What follows belongs to an exercise in optimizing a design on an open flow for small area and a short achievable clock period; a production flow would make more cautious choices.
Where RTL was checked, it was by simulation tests only, not by an equivalence proof against the original.
Power is estimated from default activity; no workload was simulated.

## cpu
module cpu(i_clk, i_rst, i_en,
    i_opcode, i_data, i_ready,
    o_data, o_err,
    d_index
);
parameter  DATA       = 32;  
parameter  OPCODE     = 16;  
parameter  STACK      = 16;  
localparam STACK_BITS = $clog2(STACK);
input wire i_clk;
input wire i_rst;
input wire i_en;
input wire [OPCODE-1:0] i_opcode;
input wire [DATA-1:0] i_data;
input wire i_ready;  
output reg [DATA-1:0] o_data;
output reg [2:0] o_err;
output reg [STACK_BITS:0] d_index;  
localparam OPCODE_IDLE = 0;
localparam OPCODE_PUSH = 1;
localparam OPCODE_POP = 2;
localparam OPCODE_ADD = 3;
localparam OPCODE_SUBTRACT= 4;
localparam OPCODE_MULTIPLY = 5;
localparam OPCODE_DIVIDE = 6;
localparam OPCODE_DUP = 7;
localparam OPCODE_ROT = 8;
localparam OPCODE_SWAP = 9;
localparam ERROR_OK = 0;
localparam ERROR_INVALID_OPCODE = 1;
localparam ERROR_STACK_TOO_SMALL = 2;
localparam ERROR_STACK_TOO_BIG = 3;
localparam ERROR_DIVIDE_BY_ZERO = 4;
reg [STACK*DATA-1:0] stk;
wire [DATA-1:0] T = stk[0*DATA +: DATA];
wire [DATA-1:0] S = stk[1*DATA +: DATA];
wire [DATA-1:0] U = stk[2*DATA +: DATA];
wire op_idle = (i_opcode == OPCODE_IDLE);
wire op_push = (i_opcode == OPCODE_PUSH);
wire op_pop  = (i_opcode == OPCODE_POP);
wire op_add  = (i_opcode == OPCODE_ADD);
wire op_sub  = (i_opcode == OPCODE_SUBTRACT);
wire op_mul  = (i_opcode == OPCODE_MULTIPLY);
wire op_div  = (i_opcode == OPCODE_DIVIDE);
wire op_dup  = (i_opcode == OPCODE_DUP);
wire op_rot  = (i_opcode == OPCODE_ROT);
wire op_swap = (i_opcode == OPCODE_SWAP);
wire n_full = d_index[STACK_BITS];                   
wire n_ge1  = |d_index;                              
wire n_ge2  = n_full | (|d_index[STACK_BITS-1:1]);   
  ...
Size: roughly 9100 cells after synthesis, roughly 550 flip-flops, about 92 I/O pins, ~65000 sq um of cells after synthesis.
Settings: LEC_CHECK=0, ABC_AREA=1, CAP_MARGIN=30, CORE_MARGIN=2, CORE_UTILIZATION=55, PLACE_DENSITY=0.65, SLEW_MARGIN=30; clock period 80.0 ns.
run.sh (not shown) runs the stock make flow with config.mk's settings and CLKGATE_MAP_FILE= SYNTH_SCRIPT=/design/flow/synth_recipe.tcl, a recipe that flattens the netlist after the stock synthesis.
Edit:
--- a/flow/design.v
+++ b/flow/design.v
@@ -66,60 +66,26 @@
     if (op_div & n_ge2 & t_zero) next_err = ERROR_DIVIDE_BY_ZERO;
     if (op_dup & ~n_ge1) next_err = ERROR_STACK_TOO_SMALL;
     if (op_dup & n_full) next_err = ERROR_STACK_TOO_BIG;
     if (op_rot & ~n_ge3) next_err = ERROR_STACK_TOO_SMALL;
     if (~(op_idle | op_push | op_pop | op_add | op_sub | op_mul | op_div |
           op_dup | op_rot | op_swap)) next_err = ERROR_INVALID_OPCODE;
 end
-localparam DIVR = 16;
+localparam DIVR = 20;
 parameter BLK = 4;
 wire [DATA+1:0] T1 = {2'b00, T};
 wire [DATA+1:0] T2 = {1'b0, T, 1'b0};
-reg  [DATA+1:0] T3;
-reg  t3c;
-integer m;
-always @(*)
-begin
-    t3c = 1'b0;
-    for (m = 0; m < DATA + 2; m = m + 1)
-    begin
-        T3[m] = T1[m] ^ T2[m] ^ t3c;
-        t3c = (T1[m] & T2[m]) | (t3c & (T1[m] ^ T2[m]));
-    end
-end
+wire [DATA+1:0] T3 = T1 + T2;
 wire [DATA*(DATA+1)-1:0] Xf;
 wire [DATA-1:0] q;
 assign Xf[DATA*DATA +: DATA] = S;
-assign Xf[(DATA-2)*DATA +: DATA] = S;
-localparam NB = DATA - DIVR;
-reg  [NB-1:0] mh;
-reg  mc, mp;
-integer mr, mj;
-always @(*)
-begin
-    mh = {NB{1'b0}};
-    for (mr = 0; mr < NB; mr = mr + 1)
-    begin
-        mc = 1'b0;
-        for (mj = mr; mj < NB; mj = mj + 1)
-        begin
-            mp = S[DIVR + mr] & T[mj - mr];
-            {mc, mh[mj]} = {(mh[mj] & mp) | (mc & (mh[mj] ^ mp)), mh[mj] ^ mp ^ mc};
-        end
-    end
-end
-wire [3:0] td4 = (T[3:0] == 4'd0) ? 4'd1 : T[3:0];
-wire t_small = ~|T[DATA-1:4];
-wire [3:0] q4 = t_small ? S[DATA-1:DATA-4] / td4 : 4'd0;
-wire [3:0] r4 = t_small ? S[DATA-1:DATA-4] % td4 : S[DATA-1:DATA-4];
-assign q[DATA-1:DATA-4] = q4;
-assign Xf[(DATA-4)*DATA +: DATA] = {r4, S[DATA-5:0]};
+wire [DATA-DIVR-1:0] mh = S[DATA-1:DIVR] * T[DATA-DIVR-1:0];
 genvar gi, gk;
 generate
-    for (gi = DATA-6; gi >= 0; gi = gi - 2)
+    for (gi = DATA-2; gi >= 0; gi = gi - 2)
     begin : row
         localparam W = DATA - gi;
         localparam SHARED = (gi < DIVR);
         wire [DATA-1:0] xr = Xf[(gi+2)*DATA +: DATA];
         wire [DATA-1:0] xin;
         if (gi == DIVR - 2)
         begin : init
After rerunning: Combinational power grows by 56%. Routed wire length went down by 3.5%. Die area came out lower by 1.6%. Final area is lower by 1.1%. Core utilization grows by 0.30 points. Global-route usage falls by 0.86 points. Power went up by 3.7%. Worst setup slack got worse by 6.2 ns. Register-to-register slack got worse by 1.9 ns. Hold slack degrades by 0.033 ns. Via count falls by 1.5%. Sequential power barely changes. Critical path depth shrinks by 50.
Only the layout flow was run in the second run of this note; the RTL was not checked for function there.

==> what the ideal ports hide <==
In the flow no input, the clock included, has a driving cell. The finished layouts below were timed again as built, in two steps. Step 1 (the two cells are an assumption about what drives the block):
set clk [get_ports {i_clk}]
set_driving_cell -lib_cell sky130_fd_sc_hd__clkbuf_16 $clk
set_driving_cell -lib_cell sky130_fd_sc_hd__buf_2 [delete_from_list [all_inputs] $clk]
Step 2 times the ports against the registers' clock, not the clock port: input delays grow and output delays shrink by t, the midpoint of the rising clock arrivals with the driver on. Slacks: ideal / step 1 / step 2; pairs: ideal / step 1.
run | t, ns | slack for setup (ns) | hold WS [ns] | worst setup path at the end | pins driven straight from the clock port
the first run | 0.713 | 31.603 / 31.603 / 31.294 | 0.459 / 0.459 / 0.459 | input to register | 1
the second run | 0.730 | 25.383 / 25.433 / 24.703 | 0.426 / 0.426 / 0.426 | input to register | 1
After both steps setup and hold are still met in every run listed. The setup slack of the second run, which loses most, moves by +0.050 ns with the drivers and by -0.680 ns with both steps.
